Context: an optimization exercise on an open-source flow, tuned for small area. The choices shown serve that exercise and are no tape-out recipe.
Function was checked by simulation only, so behaviour that the tests miss may differ from the original.
Power figures rest on the tool's default switching activity, not on a simulated workload.

==> flow/design.v <==
module regfile (
    clock,
    ctrl_writeEnable,
    ctrl_reset, ctrl_writeReg,
    ctrl_readRegA, ctrl_readRegB, data_writeReg,
    data_readRegA, data_readRegB
);
   input clock, ctrl_writeEnable, ctrl_reset;
   input [4:0] ctrl_writeReg, ctrl_readRegA, ctrl_readRegB;
   input [31:0] data_writeReg;
   output [31:0] data_readRegA, data_readRegB;
   reg [31:0] valid;
   reg phase;
   reg [31:0] data [0:31];
   wire [31:0] we, web;
   write_decoder wdec (.en(ctrl_writeEnable), .addr(ctrl_writeReg), .we(we), .web(web));
   always @(posedge clock or posedge ctrl_reset) begin
      if (ctrl_reset) begin
         valid <= 32'd0;
         phase <= 1'b0;
      end else begin
         valid <= valid | we;
         phase <= ~phase;
      end
   end
   wire [31:0] x = data_writeReg ^ {32{phase}};
   genvar i;
   generate
      for (i = 0; i < 32; i = i + 1) begin : regs
         always @(posedge clock)
            data[i] <= ~((data[i] | {32{we[i]}}) & (x | {32{web[i]}}));
      end
   endgenerate
   wire [31:0] rselA = (32'd1 << ctrl_readRegA) & valid;
   wire [31:0] rselB = (32'd1 << ctrl_readRegB) & valid;
   wire [31:0] rawA, rawB;
   read_port rdA (.sel(rselA), .d00(data[0]), .d01(data[1]), .d02(data[2]), .d03(data[3]),
      .d04(data[4]), .d05(data[5]), .d06(data[6]), .d07(data[7]), .d08(data[8]), .d09(data[9]),
      .d10(data[10]), .d11(data[11]), .d12(data[12]), .d13(data[13]), .d14(data[14]), .d15(data[15]),
      .d16(data[16]), .d17(data[17]), .d18(data[18]), .d19(data[19]), .d20(data[20]), .d21(data[21]),
      .d22(data[22]), .d23(data[23]), .d24(data[24]), .d25(data[25]), .d26(data[26]), .d27(data[27]),
      .d28(data[28]), .d29(data[29]), .d30(data[30]), .d31(data[31]), .q(rawA));
   read_port rdB (.sel(rselB), .d00(data[0]), .d01(data[1]), .d02(data[2]), .d03(data[3]),
      .d04(data[4]), .d05(data[5]), .d06(data[6]), .d07(data[7]), .d08(data[8]), .d09(data[9]),
      .d10(data[10]), .d11(data[11]), .d12(data[12]), .d13(data[13]), .d14(data[14]), .d15(data[15]),
      .d16(data[16]), .d17(data[17]), .d18(data[18]), .d19(data[19]), .d20(data[20]), .d21(data[21]),
      .d22(data[22]), .d23(data[23]), .d24(data[24]), .d25(data[25]), .d26(data[26]), .d27(data[27]),
      .d28(data[28]), .d29(data[29]), .d30(data[30]), .d31(data[31]), .q(rawB));
   wire flipA = phase & |rselA;
   wire flipB = phase & |rselB;
   assign data_readRegA = rawA ^ {32{flipA}};
   assign data_readRegB = rawB ^ {32{flipB}};
endmodule
module write_decoder (
   input         en,
   input  [4:0]  addr,
   output [31:0] we,
   output [31:0] web
);
   assign we = en ? (32'd1 << addr) : 32'd0;
   assign web = ~we;
endmodule
module read_port (
   input  [31:0] sel,
   input  [31:0] d00, d01, d02, d03, d04, d05, d06, d07,
   input  [31:0] d08, d09, d10, d11, d12, d13, d14, d15,
   input  [31:0] d16, d17, d18, d19, d20, d21, d22, d23,
   input  [31:0] d24, d25, d26, d27, d28, d29, d30, d31,
   output [31:0] q
);
   wire [31:0] d [0:31];
   assign d[0] = d00;  assign d[1] = d01;  assign d[2] = d02;  assign d[3] = d03;
   assign d[4] = d04;  assign d[5] = d05;  assign d[6] = d06;  assign d[7] = d07;
   assign d[8] = d08;  assign d[9] = d09;  assign d[10] = d10; assign d[11] = d11;
   assign d[12] = d12; assign d[13] = d13; assign d[14] = d14; assign d[15] = d15;
   assign d[16] = d16; assign d[17] = d17; assign d[18] = d18; assign d[19] = d19;
   assign d[20] = d20; assign d[21] = d21; assign d[22] = d22; assign d[23] = d23;
   assign d[24] = d24; assign d[25] = d25; assign d[26] = d26; assign d[27] = d27;
   assign d[28] = d28; assign d[29] = d29; assign d[30] = d30; assign d[31] = d31;
   genvar b, g;
   generate
      for (b = 0; b < 32; b = b + 1) begin : bits
         wire [9:0] n;
         wire t;
         for (g = 0; g < 10; g = g + 1) begin : grp
            aoi222 u (.y(n[g]),
               .a1(sel[3*g]),   .a2(d[3*g][b]),
               .b1(sel[3*g+1]), .b2(d[3*g+1][b]),
               .c1(sel[3*g+2]), .c2(d[3*g+2][b]));
         end
         rd_tail u10 (.y(t), .n8(n[8]), .n9(n[9]),
            .a1(sel[30]), .a2(d[30][b]), .b1(sel[31]), .b2(d[31][b]));
         wire p0, p1;
         nand4 c0 (.y(p0), .a(n[0]), .b(n[1]), .c(n[2]), .d(n[3]));
         nand4 c1 (.y(p1), .a(n[4]), .b(n[5]), .c(n[6]), .d(n[7]));
         or3 c2 (.y(q[b]), .a(p0), .b(p1), .c(t));
      end
   endgenerate
endmodule
module aoi222 (output y, input a1, a2, b1, b2, c1, c2);
   assign y = ~((a1 & a2) | (b1 & b2) | (c1 & c2));
endmodule
module rd_tail (output y, input n8, n9, a1, a2, b1, b2);
   assign y = ~(n8 & n9 & ~((a1 & a2) | (b1 & b2)));
endmodule
module nand4 (output y, input a, b, c, d);
   assign y = ~(a & b & c & d);
endmodule
module or3 (output y, input a, b, c);
   assign y = a | b | c;
endmodule
==> flow/flow/run.sh <==
#!/bin/bash
# The standard layout (bash standard.sh, with the standard synthesis), with
# two changes: the port buffers are buf_1 cells instead of the tool's default
# delay buffer (repair may still resize them), and clock tree synthesis
# clusters more flip-flops per leaf buffer and adds no dummy loads.
set -euo pipefail
export BUFFER_PORTS_ARGS="-buffer_cell sky130_fd_sc_hd__buf_1"
export CTS_ARGS="-sink_clustering_enable -repair_clock_nets -dont_use_dummy_load -buf_list {sky130_fd_sc_hd__clkbuf_8 sky130_fd_sc_hd__clkbuf_16} -sink_clustering_size 26 -sink_clustering_max_diameter 80"
bash standard.sh > standard_make.log 2>&1
==> flow/standard.sh <==
#!/bin/bash
# synth_recipe.tcl (not shown) runs the flow's synth.tcl, then flattens the netlist and writes it again
# the make line also repeats each setting of config.mk as NAME=value (left out here)
make -C /OpenROAD-flow-scripts/flow DESIGN_CONFIG=/design/flow/config.mk WORK_HOME=/design/flow/orfs CLKGATE_MAP_FILE= SYNTH_SCRIPT=/design/flow/synth_recipe.tcl "${@:-finish}"
==> flow/config.mk <==
export PLATFORM = sky130hd
export DESIGN_NAME = regfile
export DESIGN_NICKNAME = regfile
export VERILOG_FILES = /design/flow/design.v
export SDC_FILE = /design/flow/constraint.sdc
export NUM_CORES = 4
export LEC_CHECK = 0
export CAP_MARGIN = 10
export CORE_MARGIN = 2
export CORE_UTILIZATION = 50
export PLACE_DENSITY = 0.6
export SLEW_MARGIN = 10
export SYNTH_HIERARCHICAL = 1
export SYNTH_MINIMUM_KEEP_SIZE = 0
==> flow/constraint.sdc <==
create_clock -name core_clock -period 10.0 [get_ports {clock}]
set_input_delay 2.0000 -clock core_clock [delete_from_list [all_inputs] [get_ports {clock}]]
set_output_delay 2.0000 -clock core_clock [all_outputs]
set_load 0.01 [all_outputs]
==> flow_summary.json, run 1 <==
{
  "status": "finished clean",
  "route.detailed.drc": 0,
  "cts-root-buf": "clkbuf_16",
  "power_w": 0.00992,
  "cellPowerDensity_nw_per_um2": 230,
  "worstSkewPairLatency_ns": 0.68,
  "drt_iter0_markers": 9029,
  "synth_async_sr_flop_share": 0.0312,
  "design_area_sq_um": 43200,
  "critical_path.endpoint": "data_readRegB[10]",
  "grt_pass1_vias": 38356,
  "finalSetupViolCount": 0,
  "final_core_util": 0.546,
  "peakVddDrop_mv": 0.136,
  "final.min_clock_period_ns": 7.67,
  "fmax_mhz": 130,
  "skew_ns": 0.0469,
  "tightest_slew_ns": 1.42,
  "synth_cells": 3750,
  "die_area_sq_um": 82300,
  "htreeDepth": 2,
  "layout.nets": 3748,
  "port_buffers": 113,
  "synthFlopType": "dfxtp_1",
  "timing.rr.start": "phase",
  "start_kind": "input pin",
  "worstSetupEndpointType": "output pin",
  "final_cell_mix": "o22ai_1 (1025), dfxtp_1 (1024), a222oi_1 (640)",
  "hpwl_um": 106000,
  "grt_setup_unrepaired": "no",
  "die_h_um": 287,
  "cp_data_required_time_ns": 8.00,
  "finalSetupTns_ns": 0,
  "syn_to_final_growth_pct": 8.05,
  "critPathArrivalTime_ns": 5.67,
  "grt-busiest-layer": "met2",
  "grt_util_all_layers": 0.431,
  "fillers": 6954,
  "routabilityCongestion": 1.05,
  "path_max_fanout": 33,
  "grt_overflow": 0,
  "relSlewSlack": 0.0484,
  "cts_made_buffers": 51,
  "cts_hold_buffers": 0,
  "initial_utilization": 0.505,
  "grtUsageMet2": 0.608,
  "synth_cell_types": 49,
  "hold_viol_final": 0,
  "place_area_sq_um": 41900,
  "clock-sinks": 1057,
  "detailedRoute.firstPassIterationCount": 11,
  "multiInputGateArea_sq_um": 17900,
  "antenna_found_initial": 12,
  "syn_area_sq_um": 40000,
  "cap_violations": 0,
  "r2r-end": "data[29][24]",
  "synthesis.nets": 3800,
  "ff2ff_setup_slack_ns": 7.16,
  "post_cts_buffers": 0,
  "cts_tree": "done",
  "holdCritPathClass": "reg2reg",
  "crit_type": "in2out",
  "cp-startpoint": "ctrl_readRegB[4]",
  "synth-edff-count": 0,
  "yosys-top-cells-area": "dfxtp_1 (51%), o22ai_1 (16%), a222oi_1 (16%), clkbuf_1 (3.1%), dfrtp_1 (2.1%)",
  "clock_path_buffers": 3,
  "rr_worst_depth": 3,
  "grt_pass1_wl_um": 264000,
  "final_common_cell": "o22ai_1",
  "fin_cells": 4753,
  "vias_per_cell": 8.56,
  "synth_top_cell_area_share": 0.513,
  "die_w_um": 287,
  "use_met3": 0.150,
  "core_sq_um": 79100,
  "maxSlewViolCount": 0,
  "vias": 40665,
  "ant_nets": 0,
  "drive_gt1_frac": 0.0809,
  "synth_seq_area_share": 0.533,
  "cts_resized": 0,
  "wl_per_cell_um": 39.2,
  "grt_start_max_net_pins": 34,
  "synth.avg_cell_area_sq_um": 10.7,
  "p_leak_nw": 14.9,
  "num_rows": 103,
  "fin_crit_sh": 0.767,
  "wirelength_um": 186000,
  "ys_ff_latch": 1057,
  "place_inst": 4695,
  "ys_warn_count": 10,
  "seqCellArea_sq_um": 21300,
  "synth_top_area_cell": "dfxtp_1",
  "grtUsageMet1": 0.553,
  "clkTransAtPathRegs_ns": 0.06,
  "num_io_pins": 114
}
synthesized netlist by cell type (all sizes together), types with 5 or more instances:
library cell,instances
and3,60
nand3,66
nand4,130
mux2,6
nor2,45
dfxtp,1024
xor2,32
nor2b,9
nand2,36
clkbuf,337
nand4bb,5
dfrtp,33
xnor2,64
a22oi,67
buf,12
a222oi,640
or3,64
o22ai,1025
and4,8
or2,33
logic make-up (layout without fill, tap and decap cells):
family,count (synthesis),in the layout,synth area share
flops,1057,1057,0.533
compound gates,1743,1743,0.335
other cells,0,7,0
simple gates,492,492,0.0728
mux,11,11,0.00357
buf+inv,351,297,0.0339
xor+xnor,96,96,0.0210
routing by layer:
metal  vias to the layer above  wire length (um)
met2                      3919             75400
met4                         2             15000
li1                      16289                 -
met5                         -                11
met3                       805             29800
met1                     19650             66000
how the worst min path moves through the flow:
stage | from | end | slack [ns] | cells after the start
floorplan | data[0][0] | data[0][0] | 0.44 | 1
detailed placement | data[27][28] | data[27][28] | 0.46 | 1
global route | data[21][15] | data[21][15] | 0.49 | 1
finish | data[24][6] | data[24][6] | 0.47 | 1
global placement | data[18][25] | data[18][25] | 0.45 | 1
CTS | data[21][17] | data[21][17] | 0.47 | 1
Yosys stat by module (local to each module, per instance), excerpt:
| module | cells inside | cell area, sq um | times used |
|---|---|---|---|
| write_decoder | 98 | 500 | 1 |
| aoi222 | 1 | 10.0 | 640 |
| regfile | 2692 | 31100 | 1 |
| nand4 | 1 | 6.26 | 128 |
| or3 | 1 | 6.26 | 64 |
| rd_tail | 2 | 12.5 | 64 |
layout make-up:
class,instances,area share
antenna,7,0.000405
sequential,1057,0.494
inverter,2,0.000174
tap,1050,0.0304
multi-input combinational,2342,0.413
timing repair buffer,244,0.0326
clock buffer,51,0.0295
where the power goes:
group          leakage, nW  total, W  internal [W]  switching (W)
registers             9.17   0.00603       0.00524       0.000797
clock network        0.629   0.00227      0.000911        0.00135
logic                 5.08   0.00163      0.000740       0.000886
total                 14.9   0.00992       0.00689        0.00304
state kept, by name, indices dropped and copies added, names as in the netlist:
name,cells
data,1024
phase,1
valid,32
worst max-delay path: stages:
cell and delay, ns:
buf_1 0.47, and3b_1 0.29, and3_1 0.19, buf_4 0.30, or4_1 0.58, or4b_1 0.54
o41ai_4 0.34, buf_4 0.51, xnor2_1 0.19, buf_1 0.21
metrics by stage:
stage                     worst slack (ns)  hold slack [ns]
after floorplan                       3.22            0.442
after global placement                2.57            0.449
after detailed placement              2.46            0.459
after CTS                             2.45            0.472
after global routing                  2.31            0.487
final                                 2.33            0.471
==> run 2, diff against run 1 <==
--- a/flow/config.mk
+++ b/flow/config.mk
@@ -7,8 +7,8 @@
 export LEC_CHECK = 0
 export CAP_MARGIN = 10
 export CORE_MARGIN = 2
-export CORE_UTILIZATION = 50
-export PLACE_DENSITY = 0.6
+export CORE_UTILIZATION = 60
+export PLACE_DENSITY = 0.7
 export SLEW_MARGIN = 10
 export SYNTH_HIERARCHICAL = 1
 export SYNTH_MINIMUM_KEEP_SIZE = 0
==> flow_summary.json, run 2 <==
{
  "status": "finished clean",
  "p_leak_nw": 14.9,
  "dp_slack_ns": 2.43,
  "cp_data_required_time_ns": 8.00,
  "grt_start_max_net_pins": 34,
  "fmax_mhz": 124,
  "relSlewSlack": 0.0631,
  "ys_warn_count": 10,
  "final_cell_mix": "o22ai_1 (1025), dfxtp_1 (1024), a222oi_1 (640)",
  "cap_violations": 0,
  "grt_overflow": 0,
  "num_io_pins": 114,
  "yosysMostFrequentCell": "o22ai_1",
  "synth.top_cells.by_count": "o22ai_1 (1025), dfxtp_1 (1024), a222oi_1 (640)",
  "synthesis.nets": 3800,
  "largest_reg_flops": 1024,
  "start_kind": "input pin",
  "path_max_fanout": 32,
  "core_sq_um": 65900,
  "maxSlewViolCount": 0,
  "synth-edff-count": 0,
  "rr_worst_depth": 4,
  "cts_resized": 0,
  "grt_util_all_layers": 0.500,
  "htreeDepth": 2,
  "synthFlopType": "dfxtp_1",
  "clkTransAtPathRegs_ns": 0.10,
  "clock_path_buffers": 3,
  "drt_iter0_markers": 10815,
  "critPathArrivalTime_ns": 6.06,
  "synth_async_sr_flop_share": 0.0312,
  "routabilityCongestion": 0.993,
  "final_common_cell": "o22ai_1",
  "wirelength_um": 180000,
  "synth_top_cell_area_share": 0.513,
  "grt_pass1_vias": 38373,
  "worstHoldStart": "data[4][23]",
  "hold_end": "data[4][23]",
  "synth_top_area_cell": "dfxtp_1",
  "detailedRoute.firstPassIterationCount": 13,
  "wl_per_cell_um": 39.3,
  "synth_cells": 3750,
  "holdPathStages": 1,
  "route.detailed.drc": 0,
  "final.min_clock_period_ns": 8.06,
  "die_h_um": 262,
  "finalSetupTns_ns": 0,
  "synth.avg_cell_area_sq_um": 10.7,
  "timing.rr.start": "phase",
  "yosys-top-cells-area": "dfxtp_1 (51%), o22ai_1 (16%), a222oi_1 (16%), clkbuf_1 (3.1%), dfrtp_1 (2.1%)",
  "fin_crit_sh": 0.806,
  "tightest_slew_ns": 1.40,
  "drive_gt1_frac": 0.0821,
  "top_regs": "data: 1024 flops, valid: 32 flops, phase: 1 flops",
  "post_cts_buffers": 0,
  "port_buffers": 113,
  "num_rows": 94,
  "worstSetupEndpointType": "output pin",
  "initial_utilization": 0.607,
  "ant_nets": 0,
  "fin_ws_ns": 1.94,
  "syn_area_sq_um": 40000,
  "ff2ff_setup_slack_ns": 7.12,
  "peakVddDrop_mv": 0.175,
  "ys_ff_latch": 1057,
  "max_flop_register": "data",
  "grt_setup_unrepaired": "no",
  "antenna_found_initial": 8,
  "hpwl_um": 103000,
  "hold_viol_final": 0,
  "grt_pass1_wl_um": 256000,
  "clock-sinks": 1057,
  "r2r-end": "data[23][9]",
  "crit_type": "in2out",
  "vias_per_cell": 9.09,
  "synth_seq_area_share": 0.533,
  "synth_cell_types": 49,
  "cts_made_buffers": 48,
  "cellPowerDensity_nw_per_um2": 230,
  "die_w_um": 262,
  "holdCritPathClass": "reg2reg",
  "vias": 41607,
  "skew_ns": 0.0358,
  "die_area_sq_um": 68700,
  "syn_to_final_growth_pct": 7.25,
  "worstSkewPairLatency_ns": 0.67,
  "finalSetupViolCount": 0,
  "cts_tree": "done",
  "cts_hold_buffers": 0,
  "cts-root-buf": "clkbuf_16",
  "layout.nets": 3757
}
## run 2: cell types whose count changed in the layout (fill, tap and decap cells not counted), moves of 4 or more
cell / previous run / this run
buf_4: 131 / 143
nor2_2: 0 / 8
nor2_4: 32 / 24
xor2_2: 27 / 32
xor2_4: 5 / 0
and3_1: 56 / 60
and3_2: 4 / 0
## run 2: kinds of logic (layout without fill, tap and decap cells)
logic type,after synthesis,after routing,share of synthesized area
AO/OA/AOI/OAI,1743,1743,0.335
XOR/XNOR,96,96,0.0210
buffers and inverters,351,306,0.0339
flip-flops,1057,1057,0.533
multiplexers,11,11,0.00357
other,0,6,0
AND/OR/NAND/NOR,492,492,0.0728
## run 2: routing by layer
layer / part of all wire / vias up / GRT usage / wire length, um
met1: 0.33 / 19755 / 0.633 / 59800
met4: 0.091 / 8 / 0.352 / 16300
met2: 0.40 / 4456 / 0.691 / 71100
met5: 0.00070 / - / 0.0160 / 126
met3: 0.18 / 1085 / 0.198 / 32400
li1: - / 16303 / - / -
## run 2: worst max-delay path by stage
stage                     startpoint           endpoint  slack [ns]  depth (start not counted)
floorplan           ctrl_readRegB[0]  data_readRegB[10]        3.22                          9
global placement    ctrl_readRegB[4]  data_readRegB[16]        2.48                         10
detailed placement  ctrl_readRegB[4]   data_readRegB[2]        2.43                         10
CTS                 ctrl_readRegB[4]  data_readRegB[18]        2.41                         10
global route        ctrl_readRegA[0]   data_readRegA[0]        2.09                          9
finish              ctrl_readRegA[0]   data_readRegA[0]        1.94                          9
## run 2: report_power, final
part | total [W] | switching (W) | internal, W
clock network | 0.00217 | 0.00131 | 0.000861
logic | 0.00163 | 0.000893 | 0.000740
registers | 0.00605 | 0.000811 | 0.00524
## run 2: metrics by stage
step                hold WS (ns)  area, sq um  total power [W]   util  cells
global route               0.486        42900           0.0102  0.651   4570
global placement           0.449        41700          0.00747  0.633   4521
detailed placement         0.459        41700          0.00766  0.633   4521
finish                     0.473        42900          0.00985  0.651   4575
CTS                        0.472        42900          0.00971  0.651   4569
floorplan                  0.442        40000          0.00697      -   3750
## run 2: layout make-up
class / count / area, sq um
Fill cell: 5182 / 23000
Sequential cell: 1057 / 21300
Multi-Input combinational cell: 2342 / 17800
Timing Repair Buffer: 256 / 1500
Clock buffer: 48 / 1200
Tap cell: 864 / 1080
Antenna cell: 6 / 15.0
Inverter: 2 / 7.51
## run 2: worst max-delay path: stages
cell      delay, ns
buf_1          0.55
nor2b_1        0.37
and3_1         0.29
buf_4          0.29
a222oi_1       0.53
nand4_1        0.55
or3_1          0.56
xnor2_1        0.66
buf_1          0.23
## run 2: Yosys stat by module (local to each module, per instance), excerpt
module | times used | flip-flops and latches | area [sq um] | cells
or3 | 64 | 0 | 6.26 | 1
aoi222 | 640 | 0 | 10.0 | 1
nand4 | 128 | 0 | 6.26 | 1
write_decoder | 1 | 0 | 500 | 98
rd_tail | 64 | 0 | 12.5 | 2
regfile | 1 | 1057 | 31100 | 2692
==> run 3, diff against run 2 <==
--- a/flow/config.mk
+++ b/flow/config.mk
@@ -7,8 +7,8 @@
 export LEC_CHECK = 0
 export CAP_MARGIN = 10
 export CORE_MARGIN = 2
-export CORE_UTILIZATION = 60
-export PLACE_DENSITY = 0.7
+export CORE_UTILIZATION = 55
+export PLACE_DENSITY = 0.65
 export SLEW_MARGIN = 10
 export SYNTH_HIERARCHICAL = 1
 export SYNTH_MINIMUM_KEEP_SIZE = 0
==> flow_summary.json, run 3 <==
{
  "initial_utilization": 0.558,
  "grt_pass1_wl_um": 262000,
  "worstSkewPairLatency_ns": 0.68,
  "port_buffers": 113,
  "cts_tree": "done",
  "routabilityCongestion": 1.00,
  "max_flop_register": "data",
  "grt_overflow": 0,
  "wirelength_um": 183000,
  "cpMostUsedCell": "buf_1",
  "clkTransAtPathRegs_ns": 0.10,
  "finalSetupViolCount": 0,
  "synth.top_cells.by_count": "o22ai_1 (1025), dfxtp_1 (1024), a222oi_1 (640)",
  "drt_iter0_markers": 9812,
  "syn_area_sq_um": 40000,
  "fin_crit_sh": 0.782,
  "die_w_um": 274,
  "top_regs": "data: 1024 flops, valid: 32 flops, phase: 1 flops",
  "layout.nets": 3754,
  "holdCritPathClass": "reg2reg",
  "yosysMostFrequentCell": "o22ai_1",
  "die_area_sq_um": 74900,
  "core_sq_um": 71700,
  "detailedRoute.firstPassIterationCount": 12,
  "max_stage_delay_ns": 1.11,
  "cp_data_required_time_ns": 8.00,
  "relSlewSlack": 0.0430,
  "num_io_pins": 114,
  "synthFlopType": "dfxtp_1",
  "start_kind": "input pin",
  "cap_violations": 0,
  "final.min_clock_period_ns": 7.82,
  "peakVddDrop_mv": 0.208,
  "drive_gt1_frac": 0.0821,
  "path_max_fanout": 18,
  "antenna_found_initial": 9,
  "hold_viol_final": 0,
  "vias": 41104,
  "num_rows": 98,
  "ant_nets": 0,
  "path_buf_inv": 3,
  "synth_cells": 3750,
  "vias_per_cell": 8.82,
  "worstSetupEndpointType": "output pin",
  "grt_util_all_layers": 0.469,
  "crit_slowest_cell": "and4_1",
  "fin_cells": 4661,
  "clock_path_buffers": 3,
  "htreeDepth": 2,
  "synth_seq_area_share": 0.533,
  "synth_top_cell_area_share": 0.513,
  "post_cts_buffers": 0,
  "maxSlewViolCount": 0,
  "final_core_util": 0.601,
  "place_inst": 4600,
  "fmax_mhz": 128,
  "synth_async_sr_flop_share": 0.0312,
  "route.detailed.drc": 0,
  "cts_resized": 0,
  "critPathArrivalTime_ns": 5.82,
  "final_cell_mix": "o22ai_1 (1025), dfxtp_1 (1024), a222oi_1 (640)",
  "grt_pass1_vias": 38094,
  "die_h_um": 274,
  "syn_to_final_growth_pct": 7.84,
  "synth_top_area_cell": "dfxtp_1",
  "status": "finished clean",
  "synth-edff-count": 0,
  "crit_type": "in2out",
  "critical_path.top_delay_family": "simple AND/OR/NAND/NOR gates",
  "hpwl_um": 105000,
  "wl_per_cell_um": 39.4,
  "yosys-top-cells-area": "dfxtp_1 (51%), o22ai_1 (16%), a222oi_1 (16%), clkbuf_1 (3.1%), dfrtp_1 (2.1%)",
  "p_leak_nw": 14.9,
  "worstPathCellList": "buf_1, nor2b_1, and4_1, buf_4, a222oi_1, nand4_1, or3_1, xnor2_1, buf_1",
  "skew_ns": 0.0431,
  "synth.avg_cell_area_sq_um": 10.7,
  "tightest_slew_ns": 1.43,
  "power_w": 0.00988,
  "finalSetupTns_ns": 0,
  "cts_made_buffers": 49,
  "largest_reg_flops": 1024,
  "grt_start_max_net_pins": 34,
  "final_common_cell": "o22ai_1",
  "ys_warn_count": 10,
  "clock-sinks": 1057,
  "synthesis.nets": 3800,
  "synth_cell_types": 49,
  "cts_hold_buffers": 0,
  "ys_ff_latch": 1057,
  "grt_setup_unrepaired": "no",
  "cellPowerDensity_nw_per_um2": 229,
  "cts-root-buf": "clkbuf_16"
}
-- run 3: per-module statistics from Yosys, one instance, submodules excluded, a selection --
| module | area (sq um) | cells inside | flip-flops and latches |
|---|---|---|---|
| rd_tail | 12.5 | 2 | 0 |
| nand4 | 6.26 | 1 | 0 |
| write_decoder | 500 | 98 | 0 |
| aoi222 | 10.0 | 1 | 0 |
| or3 | 6.26 | 1 | 0 |
| regfile | 31100 | 2692 | 1057 |
-- run 3: cell type report --
type | instances | area [sq um]
Fill cell | 6009 | 28600
Sequential cell | 1057 | 21300
Multi-Input combinational cell | 2342 | 17800
Timing Repair Buffer | 252 | 1510
Clock buffer | 49 | 1230
Tap cell | 950 | 1190
Antenna cell | 9 | 22.5
Inverter | 2 | 7.51
-- run 3: worst paths after layout --
kind / startpoint / endpoint / slack, ns / depth (start not counted)
setup / recovery: ctrl_readRegB[0] / data_readRegB[3] / 2.18 / 9
hold / removal: data[1][28] / data[1][28] / 0.47 / 1
setup reg to reg: phase / data[30][16] / 6.94 / 4
hold reg to reg: data[1][28] / data[1][28] / 0.47 / 1
max in group asynchronous: ctrl_reset / valid[14] / 8.19 / 3
min in group asynchronous: ctrl_reset / valid[19] / 1.44 / 3
-- run 3: kinds of logic (layout without fill, tap and decap cells) --
family / Yosys count / count (layout) / synth area share
AOI/OAI and AO/OA: 1743 / 1743 / 0.335
xor gates and xnor gates: 96 / 96 / 0.0210
buffers and inverters: 351 / 303 / 0.0339
DFF: 1057 / 1057 / 0.533
muxes: 11 / 11 / 0.00357
other: 0 / 9 / 0
and+or+nand+nor: 492 / 492 / 0.0728
-- run 3: where the power goes --
part	leakage [nW]	switching (W)	internal [W]
combinational	5.13	0.000882	0.000740
clock	0.604	0.00134	0.000877
sequential	9.17	0.000802	0.00524
total	14.9	0.00303	0.00685
-- run 3: layer usage --
| metal | vias to the layer above | track usage | wire length, um |
|---|---|---|---|
| met5 | - | 0.00706 | 24 |
| met4 | 4 | 0.328 | 15900 |
| met3 | 858 | 0.181 | 31500 |
| met2 | 4260 | 0.652 | 73100 |
| met1 | 19674 | 0.596 | 63000 |
| li1 | 16308 | - | - |
-- run 3: metrics by stage --
step / setup WS [ns] / area (sq um) / hold slack [ns]
after detailed placement: 2.40 / 41800 / 0.460
after global placement: 2.48 / 41800 / 0.449
final: 2.18 / 43100 / 0.472
after floorplan: 3.22 / 40000 / 0.442
after global routing: 2.17 / 43100 / 0.487
after CTS: 2.40 / 43000 / 0.473
==> run 4, diff against run 3 <==
==> flow/flow/run.sh (replaced) <==
#!/bin/bash
# The standard layout (bash standard.sh, with the standard synthesis), with
# two changes: the port buffers are buf_1 cells instead of the tool's default
# delay buffer (repair may still resize them), and clock tree synthesis
# builds the tree from buf_12 cells, clusters more flip-flops per leaf
# buffer and adds no dummy loads.
set -euo pipefail
export BUFFER_PORTS_ARGS="-buffer_cell sky130_fd_sc_hd__buf_1"
export CTS_ARGS="-sink_clustering_enable -repair_clock_nets -dont_use_dummy_load -buf_list {sky130_fd_sc_hd__buf_12} -sink_clustering_size 26 -sink_clustering_max_diameter 80"
bash standard.sh > standard_make.log 2>&1
==> flow/config.mk (replaced) <==
export PLATFORM = sky130hd
export DESIGN_NAME = regfile
export DESIGN_NICKNAME = regfile
export VERILOG_FILES = /design/flow/design.v
export SDC_FILE = /design/flow/constraint.sdc
export NUM_CORES = 4
export LEC_CHECK = 0
export CAP_MARGIN = 20
export CORE_MARGIN = 2
export CORE_UTILIZATION = 50
export PLACE_DENSITY = 0.6
export SLEW_MARGIN = 10
export SYNTH_HIERARCHICAL = 1
export SYNTH_MINIMUM_KEEP_SIZE = 0
==> flow_summary.json, run 4 <==
{
  "status": "finished clean",
  "final.min_clock_period_ns": 7.64,
  "vias_per_cell": 8.59,
  "cts_made_buffers": 50,
  "detailedRoute.firstPassIterationCount": 14,
  "port_buffers": 113,
  "cp_data_required_time_ns": 8.00,
  "cts_resized": 0,
  "hpwl_um": 106000,
  "max_flop_register": "data",
  "syn_to_final_growth_pct": 8.36,
  "die_w_um": 287,
  "synth.top_cells.by_count": "o22ai_1 (1025), dfxtp_1 (1024), a222oi_1 (640)",
  "cts_hold_buffers": 0,
  "top_regs": "data: 1024 flops, valid: 32 flops, phase: 1 flops",
  "synth_cells": 3750,
  "grt_util_all_layers": 0.432,
  "final_cell_mix": "o22ai_1 (1025), dfxtp_1 (1024), a222oi_1 (640)",
  "syn_area_sq_um": 40000,
  "yosys-top-cells-area": "dfxtp_1 (51%), o22ai_1 (16%), a222oi_1 (16%), clkbuf_1 (3.1%), dfrtp_1 (2.1%)",
  "power_w": 0.00981,
  "grt_start_max_net_pins": 34,
  "fin_crit_sh": 0.764,
  "critPathArrivalTime_ns": 5.64,
  "antenna_found_initial": 10,
  "finalSetupTns_ns": 0,
  "synth_async_sr_flop_share": 0.0312,
  "grt_pass1_wl_um": 264000,
  "synth_top_area_cell": "dfxtp_1",
  "core_sq_um": 79100,
  "place_inst": 4702,
  "skew_ns": 0.0411,
  "initial_utilization": 0.505,
  "clock_path_buffers": 3,
  "fin_cells": 4771,
  "wl_per_cell_um": 39.1,
  "num_io_pins": 114,
  "maxSlewViolCount": 0,
  "start_kind": "input pin",
  "worstSetupEndpointType": "output pin",
  "post_cts_buffers": 0,
  "relSlewSlack": 0.136,
  "cts-root-buf": "buf_12",
  "grt_overflow": 0,
  "synth.avg_cell_area_sq_um": 10.7,
  "final_common_cell": "o22ai_1",
  "synth_seq_area_share": 0.533,
  "drt_iter0_markers": 9266,
  "clkTransAtPathRegs_ns": 0.04,
  "wirelength_um": 187000,
  "holdCritPathClass": "reg2reg",
  "clock-sinks": 1057,
  "route.detailed.drc": 0,
  "cellPowerDensity_nw_per_um2": 226,
  "num_rows": 103,
  "ys_warn_count": 10,
  "synth-edff-count": 0,
  "htreeDepth": 2,
  "layout.nets": 3764,
  "vias": 41005,
  "yosysMostFrequentCell": "o22ai_1",
  "multiInputGateArea_sq_um": 17900,
  "peakVddDrop_mv": 0.148,
  "hold_viol_final": 0,
  "cts_tree": "done",
  "synthesis.nets": 3800,
  "seqCellArea_sq_um": 21300,
  "cap_violations": 0,
  "grt_setup_unrepaired": "no",
  "grt_pass1_vias": 38060,
  "synth_cell_types": 49,
  "die_h_um": 287,
  "hold-worst-slack_ns": 0.466,
  "finalSetupViolCount": 0,
  "p_leak_nw": 14.9,
  "tightest_slew_ns": 1.29,
  "synthFlopType": "dfxtp_1",
  "ys_ff_latch": 1057,
  "worstSkewPairLatency_ns": 0.60,
  "fmax_mhz": 131,
  "drive_gt1_frac": 0.0849,
  "ant_nets": 0,
  "path_max_fanout": 33,
  "final_core_util": 0.548,
  "routabilityCongestion": 1.05,
  "fillers": 6883,
  "crit_type": "in2out",
  "die_area_sq_um": 82300,
  "synth_top_cell_area_share": 0.513,
  "largest_reg_flops": 1024
}
-- run 4: per-stage QoR --
step	cell area [sq um]	setup WS [ns]
finish	43300	2.36
floorplan	40000	3.22
CTS	43100	2.45
global placement	41900	2.57
global route	43300	2.27
detailed placement	42100	2.46
-- run 4: worst paths after layout --
path                                      to  cells past startpoint  slack [ns]        startpoint
setup / recovery           data_readRegB[11]                     10        2.36  ctrl_readRegB[4]
hold / removal                  data[22][13]                      1        0.47      data[22][13]
setup reg to reg                  data[2][6]                      3        7.07             phase
hold reg to reg                 data[22][13]                      1        0.47      data[22][13]
max in group asynchronous          valid[17]                      3        8.08        ctrl_reset
min in group asynchronous              phase                      3        1.50        ctrl_reset
-- run 4: per-module statistics from Yosys (local to each module, per instance), a selection --
module         cells  cell area (sq um)  flip-flops and latches  copies in the design
nand4              1               6.26                       0                   128
or3                1               6.26                       0                    64
regfile         2692              31100                    1057                     1
aoi222             1               10.0                       0                   640
rd_tail            2               12.5                       0                    64
write_decoder     98                500                       0                     1
-- run 4: per-layer routing --
metal | wire [um] | share of wire | global-route usage | vias up
met2 | 76000 | 0.41 | 0.611 | 3973
li1 | - | - | - | 16323
met1 | 66800 | 0.36 | 0.564 | 19918
met4 | 14400 | 0.077 | 0.286 | 4
met3 | 29500 | 0.16 | 0.138 | 787
met5 | 22 | 0.00012 | 0 | -
-- run 4: cells by family after synthesis --
kind of cell | after synthesis | synth area share
flip-flops | 1057 | 0.533
AO/OA/AOI/OAI | 1743 | 0.335
XOR/XNOR | 96 | 0.0210
multiplexers | 11 | 0.00357
AND/OR/NAND/NOR | 492 | 0.0728
buffers and inverters | 351 | 0.0339
-- run 4: worst max-delay path, stage by stage --
cell	delay (ns)
buf_1	0.48
and3b_1	0.29
and3_1	0.19
buf_4	0.29
or4_1	0.57
or4b_1	0.54
o41ai_4	0.35
buf_4	0.49
xnor2_1	0.20
buf_1	0.18
-- run 4: cell type report --
| class | count | area share |
|---|---|---|
| sequential | 1057 | 0.492 |
| multi-input combinational | 2342 | 0.412 |
| timing repair buffer | 261 | 0.0416 |
| tap | 1050 | 0.0303 |
| clock buffer | 50 | 0.0231 |
| antenna | 9 | 0.000520 |
| inverter | 2 | 0.000173 |
-- run 4: report_power, final --
part           internal [W]  switching [W]  leakage [nW]
registers           0.00524       0.000798          9.17
logic              0.000744       0.000885          5.24
clock network      0.000776        0.00137         0.470
total               0.00676        0.00305          14.9

==> port drivers added, routing unchanged <==
No port has a modelled driver above. Below, the same layouts with a new extraction and two added sets of constraints.
Step 1 (the two cells are an assumption about what drives the block):
set clk [get_ports {clock}]
set_driving_cell -lib_cell sky130_fd_sc_hd__clkbuf_16 $clk
set_driving_cell -lib_cell sky130_fd_sc_hd__buf_2 [delete_from_list [all_inputs] $clk]
Step 2 adds t to the input delays and takes it off the output delays; t is the mean of the earliest and latest rising clock arrival at the registers after step 1. Input paths then give back, and output paths get back, about the clock's delay inside the block.
Three values: ideal ports, drivers, drivers and shift; two values: the first two.
run	t, ns	setup slack, ns	worst register clock-pin slew, ns	worst data-port slew with drivers (ns)	cell pins on the clock port's net
run 1	0.718	2.327 / 2.303 / 2.303	0.11 / 0.11	0.14	1
run 2	0.709	1.940 / 1.902 / 1.902	0.11 / 0.11	0.11	1
run 3	0.715	2.176 / 2.140 / 2.140	0.11 / 0.11	0.13	1
run 4	0.656	2.359 / 2.331 / 2.331	0.11 / 0.11	0.14	1
After both steps every run listed still meets setup and hold. The setup slack of run 2, which loses most, moves by -0.038 ns with the drivers and by -0.038 ns with both steps.
